Context: an optimization exercise on an open-source flow, tuned for small area and a short achievable clock period. The choices shown serve that exercise and are no tape-out recipe.
Where RTL was checked, it was by simulation tests only, not by an equivalence proof against the original.
Power and IR drop assume default switching activity.

==> flow/design.v (excerpt) <==
module lampFPU_FMA( clk,rst,
sign_op1_i,mant_op1_i,exp_op1_i,isZ_op1_i,isInf_op1_i, isSNAN_op1_i, isQNAN_op1_i,
sign_op2_i,mant_op2_i,exp_op2_i,isZ_op2_i,isInf_op2_i, isSNAN_op2_i, isQNAN_op2_i,
sign_op3_i,mant_op3_i,exp_op3_i,isInf_op3_i, isSNAN_op3_i, isQNAN_op3_i,
doFMU_i,is_mult_sub_i,is_add_sub_i,  
res_sign_o,res_mant_o, res_exp_o,
is_Overflow_o,is_Underflow_o,is_to_round_o,valid_o
);
Size in the first run: ~84 flip-flops, ~95 I/O pins, about 10000 µm² of cells after synthesis.
clock: 10.0 ns
lec_check: 0
abc_area: 1
cap_margin: 20
core_margin: 2
core_utilization: 40
cts_buf_list: sky130_fd_sc_hd__clkbuf_8
setup_slack_margin: 4
slew_margin: 20
tns_end_percent: 10
standard.sh (not shown) runs the stock make flow with config.mk's settings and CLKGATE_MAP_FILE= SYNTH_SCRIPT=/design/flow/synth_recipe.tcl, a recipe that flattens the netlist after the stock synthesis.
==> flow/flow/run.sh <==
#!/bin/bash
# Standard layout, except that the port buffers are buf_1 cells instead of
# the delay-cell buffers buffer_ports picks by default. Every port still gets a buffer.
set -euo pipefail
bash standard.sh BUFFER_PORTS_ARGS="-buffer_cell sky130_fd_sc_hd__buf_1" finish > standard_make.log 2>&1
Then changed:
--- a/flow/design.v
+++ b/flow/design.v
@@ -213,42 +213,44 @@
 		end
 		FUNC_calcInfNanRes = {isValidRes, isInfRes, isNanRes, signRes};
 	endfunction    
 logic [15:0] prod;
 logic [8:0]  exp_prod;
 logic [10:0] align;              
 logic        op3_only;           
 logic        mult_sign, do_sub;
 logic [23:0] op3_al;
+logic [47:0] op3_sh;
 logic [8:0]  exp_pre;
 logic [8:0]  exp9_prod, exp9_op3;
 logic        chk_valid, chk_inf, chk_nan, chk_sign, chk_spec;
 logic [15:0] prod_r;             
 logic [23:0] op3_r;              
 logic        sub_r;              
 logic        exp_gt_r;           
 logic        exp_eq_r;           
 logic [8:0]  exp9_r;             
 logic        sign_gt_r, sign_le_r;   
 logic        force_ff_r, nan_r, ovf_r, noround_r, valid_r;
 always_comb begin
     mult_sign = sign_op1_i ^ sign_op2_i;
     prod      = mant_op1_i * mant_op2_i;
     exp_prod  = exp_op1_i + exp_op2_i - 9'd127;
     align     = {2'b0, exp_prod} - {2'b0, exp_op3_i} + 11'd9;
     op3_only  = align[10];
+    do_sub    = sign_op1_i ^ sign_op2_i ^ sign_op3_i ^ is_mult_sub_i ^ is_add_sub_i;
+    op3_sh    = {{24{do_sub}}, mant_op3_i ^ {8{do_sub}}, {16{do_sub}}} >> align[4:0];
     if (op3_only)
         op3_al = {9'b0, mant_op3_i, 7'b0};
     else if (align > 11'd23)
-        op3_al = '0;
+        op3_al = {24{do_sub}};
     else
-        op3_al = {mant_op3_i, 16'b0} >> align[4:0];
-    do_sub    = sign_op1_i ^ sign_op2_i ^ sign_op3_i ^ is_mult_sub_i ^ is_add_sub_i;
+        op3_al = op3_sh[23:0];
     exp_pre   = op3_only ? exp_op3_i : exp_prod;
     exp9_prod = {1'b0, exp_prod[7:0]} + 9'd9;
     exp9_op3  = {1'b0, exp_op3_i[7:0]} + 9'd9;
     {chk_valid, chk_inf, chk_nan, chk_sign} = FUNC_calcInfNanRes(
         is_mult_sub_i, is_add_sub_i,
         isZ_op1_i, isInf_op1_i, isSNAN_op1_i, isQNAN_op1_i,
         isZ_op2_i, isInf_op2_i, isSNAN_op2_i, isQNAN_op2_i,
         mult_sign, sign_op3_i,
         isInf_op3_i, isSNAN_op3_i, isQNAN_op3_i);
@@ -265,19 +267,19 @@
         sign_gt_r  <= 1'b0;
         sign_le_r  <= 1'b0;
         force_ff_r <= 1'b0;
         nan_r      <= 1'b0;
         ovf_r      <= 1'b0;
         noround_r  <= 1'b0;
         valid_r    <= 1'b0;
     end else begin
         prod_r     <= op3_only ? 16'b0 : prod;
-        op3_r      <= op3_al ^ {24{do_sub & ~op3_only}};
+        op3_r      <= op3_al;
         sub_r      <= do_sub & ~op3_only;
         exp_gt_r   <= ~align[10] & (align > 11'd9);
         exp_eq_r   <= align == 11'd9;
         exp9_r     <= (op3_only ? exp9_op3 : exp9_prod) ^ 9'd9;
         sign_gt_r  <= chk_spec ? chk_sign : (mult_sign ^ is_mult_sub_i);
         sign_le_r  <= chk_spec ? chk_sign : (sign_op3_i ^ is_add_sub_i);
         force_ff_r <= chk_spec | exp_pre[8];
         nan_r      <= chk_nan & ~chk_inf;
         ovf_r      <= ~chk_spec & exp_pre[8];
- The changed run passed the timing, DRC and antenna checks
- wire length rose by a few percent
- core utilization rose by 2.6 points
- final cell count rose by a few percent
- clock skew hardly moves
- hold slack degrades by 6.3 ps
- sequential share of layout area fell by 0.96 points
- clock-buffer cell count rose by 1
No functional check of the RTL was part of the second run of this note.

* * *

== the reference run ==
Another version of the RTL of lampFPU_FMA (not shown whole).
For scale: about 1600 cells after synthesis, ~83 flip-flops, roughly 95 I/O pins.
Settings: LEC_CHECK=0, ABC_AREA=1, CAP_MARGIN=20, CORE_MARGIN=2, CORE_UTILIZATION=40, SETUP_SLACK_MARGIN=3, SLEW_MARGIN=20; clock period 10.0 ns.
Scripts as last shown in full above: flow/flow/run.sh
diff inputs: the reference run => the trial run
diff --git a/flow/design.v b/flow/design.v
--- a/flow/design.v
+++ b/flow/design.v
@@ -211,42 +211,45 @@
 			     7'b11_11_11_1:begin isNanRes = 1; isInfRes = 0; signRes = 1;   end
 			endcase
 		end
 		FUNC_calcInfNanRes = {isValidRes, isInfRes, isNanRes, signRes};
 	endfunction    
 logic [15:0] prod;
 logic [8:0]  exp_prod;
-logic signed [10:0] align;       
+logic [10:0] align;              
 logic        op3_only;           
 logic        mult_sign, do_sub;
 logic [23:0] op3_al;
 logic [8:0]  exp_pre;
+logic [8:0]  exp9_prod, exp9_op3;
 logic        chk_valid, chk_inf, chk_nan, chk_sign, chk_spec;
 logic [15:0] prod_r;             
 logic [23:0] op3_r;              
 logic        sub_r;              
 logic        exp_gt_r;           
 logic        exp_eq_r;           
-logic [7:0]  exp_r;
+logic [8:0]  exp9_r;             
 logic        sign_gt_r, sign_le_r;   
 logic        force_ff_r, nan_r, ovf_r, noround_r, valid_r;
 always_comb begin
     mult_sign = sign_op1_i ^ sign_op2_i;
     prod      = mant_op1_i * mant_op2_i;
     exp_prod  = exp_op1_i + exp_op2_i - 9'd127;
-    align     = $signed({2'b0, exp_prod}) - $signed({2'b0, exp_op3_i}) + 11'sd9;
-    op3_only  = align < 0;
+    align     = {2'b0, exp_prod} - {2'b0, exp_op3_i} + 11'd9;
+    op3_only  = align[10];
     if (op3_only)
         op3_al = {9'b0, mant_op3_i, 7'b0};
-    else if (align > 23)
+    else if (align > 11'd23)
         op3_al = '0;
     else
         op3_al = {mant_op3_i, 16'b0} >> align[4:0];
     do_sub    = sign_op1_i ^ sign_op2_i ^ sign_op3_i ^ is_mult_sub_i ^ is_add_sub_i;
     exp_pre   = op3_only ? exp_op3_i : exp_prod;
+    exp9_prod = {1'b0, exp_prod[7:0]} + 9'd9;
+    exp9_op3  = {1'b0, exp_op3_i[7:0]} + 9'd9;
     {chk_valid, chk_inf, chk_nan, chk_sign} = FUNC_calcInfNanRes(
         is_mult_sub_i, is_add_sub_i,
         isZ_op1_i, isInf_op1_i, isSNAN_op1_i, isQNAN_op1_i,
         isZ_op2_i, isInf_op2_i, isSNAN_op2_i, isQNAN_op2_i,
         mult_sign, sign_op3_i,
         isInf_op3_i, isSNAN_op3_i, isQNAN_op3_i);
     chk_spec  = chk_inf | chk_nan;
@@ -254,44 +257,46 @@
 always_ff @(posedge clk) begin
     if (rst) begin
         prod_r     <= '0;
         op3_r      <= '0;
         sub_r      <= 1'b0;
         exp_gt_r   <= 1'b0;
         exp_eq_r   <= 1'b0;
-        exp_r      <= '0;
+        exp9_r     <= '0;
         sign_gt_r  <= 1'b0;
         sign_le_r  <= 1'b0;
         force_ff_r <= 1'b0;
         nan_r      <= 1'b0;
         ovf_r      <= 1'b0;
         noround_r  <= 1'b0;
         valid_r    <= 1'b0;
     end else begin
         prod_r     <= op3_only ? 16'b0 : prod;
         op3_r      <= op3_al ^ {24{do_sub & ~op3_only}};
         sub_r      <= do_sub & ~op3_only;
-        exp_gt_r   <= align > 9;
-        exp_eq_r   <= align == 9;
-        exp_r      <= exp_pre[7:0];
+        exp_gt_r   <= ~align[10] & (align > 11'd9);
+        exp_eq_r   <= align == 11'd9;
+        exp9_r     <= (op3_only ? exp9_op3 : exp9_prod) ^ 9'd9;
         sign_gt_r  <= chk_spec ? chk_sign : (mult_sign ^ is_mult_sub_i);
         sign_le_r  <= chk_spec ? chk_sign : (sign_op3_i ^ is_add_sub_i);
         force_ff_r <= chk_spec | exp_pre[8];
         nan_r      <= chk_nan & ~chk_inf;
         ovf_r      <= ~chk_spec & exp_pre[8];
         noround_r  <= chk_spec | chk_valid;
         valid_r    <= doFMU_i;
     end
 end
 logic        mult_gt;
 logic [24:0] add_a, add_b, add_p, add_g, grp_g, grp_p, carry, sum;
 logic [31:0] n0, n1, n2, n3, n4, n5;
 logic [4:0]  lz;
 logic        sum_zero;
-logic signed [9:0] exp_adj;
+logic [8:0]  exp9;
+logic [7:0]  exp_z;
+logic [9:0]  exp_adj;            
 logic        unf;
 logic [11:0] mant_n;
 logic [7:0]  exp_n;
 always_comb begin
     mult_gt = exp_gt_r | (exp_eq_r & (prod_r[14:7] > (op3_r[14:7] ^ {8{sub_r}})));
     add_a = {9'b0, prod_r};
     add_b = {sub_r, op3_r};
@@ -311,19 +316,21 @@
     sum = add_p ^ carry ^ {sub_r & mult_gt, {24{sub_r & ~mult_gt}}};
     n0 = {sum[23:0], 8'b0};
     lz[4] = ~|n0[31:16]; n1 = lz[4] ? {n0[15:0], 16'b0} : n0;
     lz[3] = ~|n1[31:24]; n2 = lz[3] ? {n1[23:0], 8'b0}  : n1;
     lz[2] = ~|n2[31:28]; n3 = lz[2] ? {n2[27:0], 4'b0}  : n2;
     lz[1] = ~|n3[31:30]; n4 = lz[1] ? {n3[29:0], 2'b0}  : n3;
     lz[0] = ~n4[31];     n5 = lz[0] ? {n4[30:0], 1'b0}  : n4;
-    sum_zero = ~n5[31];
-    exp_adj  = sum_zero ? $signed({2'b0, exp_r}) : $signed({2'b0, exp_r}) + 10'sd9 - $signed({5'b0, lz});
-    unf      = exp_adj < 0;
+    sum_zero = ~|sum[23:0];
+    exp9     = exp9_r ^ 9'd9;
+    exp_z    = exp9[7:0] - 8'd9;
+    exp_adj  = {1'b0, exp9} - {5'b0, lz};
+    unf      = ~sum_zero & exp_adj[9];
     mant_n   = {sum[24] & (lz == 5'd0), n5[31:22], |n5[21:17]};
-    exp_n    = unf ? 8'b0 : exp_adj[7:0];
+    exp_n    = sum_zero ? exp_z : (unf ? 8'b0 : exp_adj[7:0]);
 end
 always_ff @(posedge clk) begin
     if (rst) begin
         res_sign_o     <= 1'b0;
         res_mant_o     <= '0;
         res_exp_o      <= '0;
         is_Overflow_o  <= 1'b0;
For the worst setup slack, the trial run came in 0.023 ns higher than the reference run did. On internal power component, the trial run does worse than the reference run. Number of cell rows (the trial run vs. the reference run) increases slightly. On switching part of the total: the trial run sits below the reference run. The trial run vs the reference run, instance count: the trial run higher. Part of the power in combinational logic down 0.7 points in the trial run wrt the reference run. On starting utilization of the core area: between the trial run and the reference run, it ends up higher for the reference run.
The RTL of the reference run was laid out without a check of its function.

* * *

== job 9472 ==
Another version of the RTL of lampFPU_FMA (not shown whole).
For scale: about 1600 cells after synthesis, about 84 flip-flops, ~95 I/O pins, ~10000 um^2 of cells after synthesis.
Settings: LEC_CHECK=0, ABC_AREA=1, CAP_MARGIN=20, CORE_MARGIN=2, CORE_UTILIZATION=40, SETUP_SLACK_MARGIN=4, SLEW_MARGIN=20; clock period 10.0 ns.
Scripts as last shown in full above: flow/flow/run.sh
Setup changes, job 9472 to job 9202
--- a/flow/design.v
+++ b/flow/design.v
@@ -206,53 +206,43 @@
 			     7'b11_11_01_0:begin isNanRes = 1; isInfRes = 0; signRes = 1;   end
 			     7'b11_11_01_1:begin isNanRes = 1; isInfRes = 0; signRes = 1;   end
 			     7'b11_11_10_0:begin isNanRes = 1; isInfRes = 0; signRes = 1;   end
 			     7'b11_11_10_1:begin isNanRes = 1; isInfRes = 0; signRes = 1;   end
 			     7'b11_11_11_0:begin isNanRes = 1; isInfRes = 0; signRes = 1;   end
 			     7'b11_11_11_1:begin isNanRes = 1; isInfRes = 0; signRes = 1;   end
 			endcase
 		end
 		FUNC_calcInfNanRes = {isValidRes, isInfRes, isNanRes, signRes};
 	endfunction    
 logic [15:0] prod;
-logic [8:0]  exp_prod;           
-logic [10:0] ecs_s, ecs_c, exp_sum;
-logic [10:0] acs_s1, acs_c1, acs_s2, acs_c2, align_u;
+logic [8:0]  exp_prod;
 logic [10:0] align;              
 logic        op3_only;           
 logic        mult_sign, do_sub;
 logic [23:0] op3_al;
 logic [8:0]  exp_pre;
 logic [8:0]  exp9_prod, exp9_op3;
 logic        chk_valid, chk_inf, chk_nan, chk_sign, chk_spec;
 logic [15:0] prod_r;             
 logic [23:0] op3_r;              
 logic        sub_r;              
 logic        exp_gt_r;           
 logic        exp_eq_r;           
 logic [8:0]  exp9_r;             
 logic        sign_gt_r, sign_le_r;   
 logic        force_ff_r, nan_r, ovf_r, noround_r, valid_r;
 always_comb begin
     mult_sign = sign_op1_i ^ sign_op2_i;
     prod      = mant_op1_i * mant_op2_i;
-    ecs_s     = {2'b0, exp_op1_i} ^ {2'b0, exp_op2_i} ^ 11'd385;
-    ecs_c     = {(({2'b0, exp_op1_i} & {2'b0, exp_op2_i}) | ({2'b0, exp_op1_i} & 11'd385) | ({2'b0, exp_op2_i} & 11'd385)), 1'b0};
-    exp_sum   = ecs_s + ecs_c;
-    exp_prod  = exp_sum[8:0];
-    acs_s1    = {2'b0, exp_op1_i} ^ {2'b0, exp_op2_i} ^ ~{2'b0, exp_op3_i};
-    acs_c1    = {(({2'b0, exp_op1_i} & {2'b0, exp_op2_i}) | ({2'b0, exp_op1_i} & ~{2'b0, exp_op3_i}) | ({2'b0, exp_op2_i} & ~{2'b0, exp_op3_i})), 1'b0};
-    acs_s2    = acs_s1 ^ acs_c1 ^ 11'd395;
-    acs_c2    = {((acs_s1 & acs_c1) | (acs_s1 & 11'd395) | (acs_c1 & 11'd395)), 1'b0};
-    align_u   = acs_s2 + acs_c2;
-    align     = {align_u[10:9] - exp_sum[10:9], align_u[8:0]};
+    exp_prod  = exp_op1_i + exp_op2_i - 9'd127;
+    align     = {2'b0, exp_prod} - {2'b0, exp_op3_i} + 11'd9;
     op3_only  = align[10];
     if (op3_only)
         op3_al = {9'b0, mant_op3_i, 7'b0};
     else if (align > 11'd23)
         op3_al = '0;
     else
         op3_al = {mant_op3_i, 16'b0} >> align[4:0];
     do_sub    = sign_op1_i ^ sign_op2_i ^ sign_op3_i ^ is_mult_sub_i ^ is_add_sub_i;
     exp_pre   = op3_only ? exp_op3_i : exp_prod;
     exp9_prod = {1'b0, exp_prod[7:0]} + 9'd9;
     exp9_op3  = {1'b0, exp_op3_i[7:0]} + 9'd9;
@@ -295,22 +285,24 @@
         valid_r    <= doFMU_i;
     end
 end
 logic        mult_gt;
 logic [24:0] add_a, add_b, add_p, add_g, grp_g, grp_p, carry, sum;
 logic [31:0] n0, n1, n2, n3, n4, n5;
 logic [4:0]  lz;
 logic        sum_zero;
 logic [8:0]  exp9;
 logic [7:0]  exp_z;
 logic [9:0]  exp_adj;            
+logic [7:0]  exp_hi, exp_hi_m1;   
+logic [2:0]  exp_lo;             
 logic        unf;
 logic [11:0] mant_n;
 logic [7:0]  exp_n;
 always_comb begin
     mult_gt = exp_gt_r | (exp_eq_r & (prod_r[14:7] > (op3_r[14:7] ^ {8{sub_r}})));
     add_a = {9'b0, prod_r};
     add_b = {sub_r, op3_r};
     add_p = add_a ^ add_b;
     add_g = add_a & add_b;
     grp_g = add_g;
     grp_p = add_p;
@@ -325,23 +317,26 @@
         carry[i] = grp_g[i-1] | (sub_r & mult_gt & grp_p[i-1]);
     sum = add_p ^ carry ^ {sub_r & mult_gt, {24{sub_r & ~mult_gt}}};
     n0 = {sum[23:0], 8'b0};
     lz[4] = ~|n0[31:16]; n1 = lz[4] ? {n0[15:0], 16'b0} : n0;
     lz[3] = ~|n1[31:24]; n2 = lz[3] ? {n1[23:0], 8'b0}  : n1;
     lz[2] = ~|n2[31:28]; n3 = lz[2] ? {n2[27:0], 4'b0}  : n2;
     lz[1] = ~|n3[31:30]; n4 = lz[1] ? {n3[29:0], 2'b0}  : n3;
     lz[0] = ~n4[31];     n5 = lz[0] ? {n4[30:0], 1'b0}  : n4;
     sum_zero = ~|sum[23:0];
     exp9     = exp9_r ^ 9'd9;
     exp_z    = exp9[7:0] - 8'd9;
-    exp_adj  = {1'b0, exp9} - {5'b0, lz};
+    exp_hi    = {1'b0, exp9[8:2]} - {5'b0, lz[4:2]};
+    exp_hi_m1 = exp_hi - 8'd1;
+    exp_lo    = {1'b0, exp9[1:0]} - {1'b0, lz[1:0]};
+    exp_adj   = {exp_lo[2] ? exp_hi_m1 : exp_hi, exp_lo[1:0]};
     unf      = ~sum_zero & exp_adj[9];
     mant_n   = {sum[24] & (lz == 5'd0), n5[31:22], |n5[21:17]};
     exp_n    = sum_zero ? exp_z : (unf ? 8'b0 : exp_adj[7:0]);
 end
 always_ff @(posedge clk) begin
     if (rst) begin
         res_sign_o     <= 1'b0;
         res_mant_o     <= '0;
         res_exp_o      <= '0;
         is_Overflow_o  <= 1'b0;
         is_Underflow_o <= 1'b0;
Notes after the runs:
Compared with job 9472, job 9202 improves highest attainable clock frequency. Job 9202 vs job 9472: effective utilization at floorplan up in job 9202. Going from job 9472 to job 9202, the core region area was found to have gone down by 5.3%. Total power: job 9202 below job 9472. Compared with job 9472, job 9202 shows a critical path depth that is 19 higher. Job 9202 ends up with a delay of the slowest cell on the worst path that is 80 ps lower than in job 9472. Looking only at count of clock-buffer cells in the layout, and setting everything else aside, the lower value of job 9202 and job 9472 goes to job 9472. The netlist area before placement number comes out higher for job 9472 vs job 9202. Final design instance area without fill was lower in job 9202 than in job 9472. Job 9202 vs. job 9472: total power per unit cell area stayed essentially flat; adder and majority cell fraction of the synthesized area decreased 2.0 points; clock share of power held steady.
No functional check of the RTL was part of any run of this note.

[separate check: timing with driven ports]
No port has a modelled driver above. Below, the same layouts with a new extraction and two added sets of constraints. Step 1: set_driving_cell puts a clkbuf_16 on clk and a buf_2 on each other input, an assumption about the parent block. Step 2 adds t to the input delays and takes it off the output delays; t is the mean of the earliest and latest rising clock arrival at the registers after step 1. Input paths then give back, and output paths get back, about the clock's delay inside the block. Slacks: ideal / step 1 / step 2; pairs: ideal / step 1.
| run | t, ns | slack for setup (ns) | latest minus earliest clock arrival (ns) | slew at the worst register clock pin (ns) | worst slew at a driven data input, ns |
|---|---|---|---|---|---|
| the first run of note 1 | 0.405 | 4.252 / 4.269 / 3.863 | 0.006 / 0.007 | 0.08 / 0.08 | 0.04 |
| the second run of note 1 | 0.409 | 4.169 / 4.188 / 3.779 | 0.012 / 0.011 | 0.09 / 0.09 | 0.04 |
| the reference run | 0.390 | 3.542 / 3.564 / 3.174 | 0.005 / 0.006 | 0.06 / 0.06 | 0.04 |
| the trial run | 0.392 | 3.565 / 3.587 / 3.195 | 0.008 / 0.007 | 0.06 / 0.06 | 0.04 |
| job 9472 | 0.384 | 3.892 / 3.897 / 3.513 | 0.007 / 0.007 | 0.06 / 0.06 | 0.05 |
| job 9202 | 0.387 | 4.001 / 4.001 / 3.850 | 0.006 / 0.006 | 0.06 / 0.06 | 0.04 |
After both steps every run listed still meets setup and hold. For the second run of note 1, which loses most, drivers alone change the setup slack by +0.019 ns; drivers and shift together by -0.390 ns.
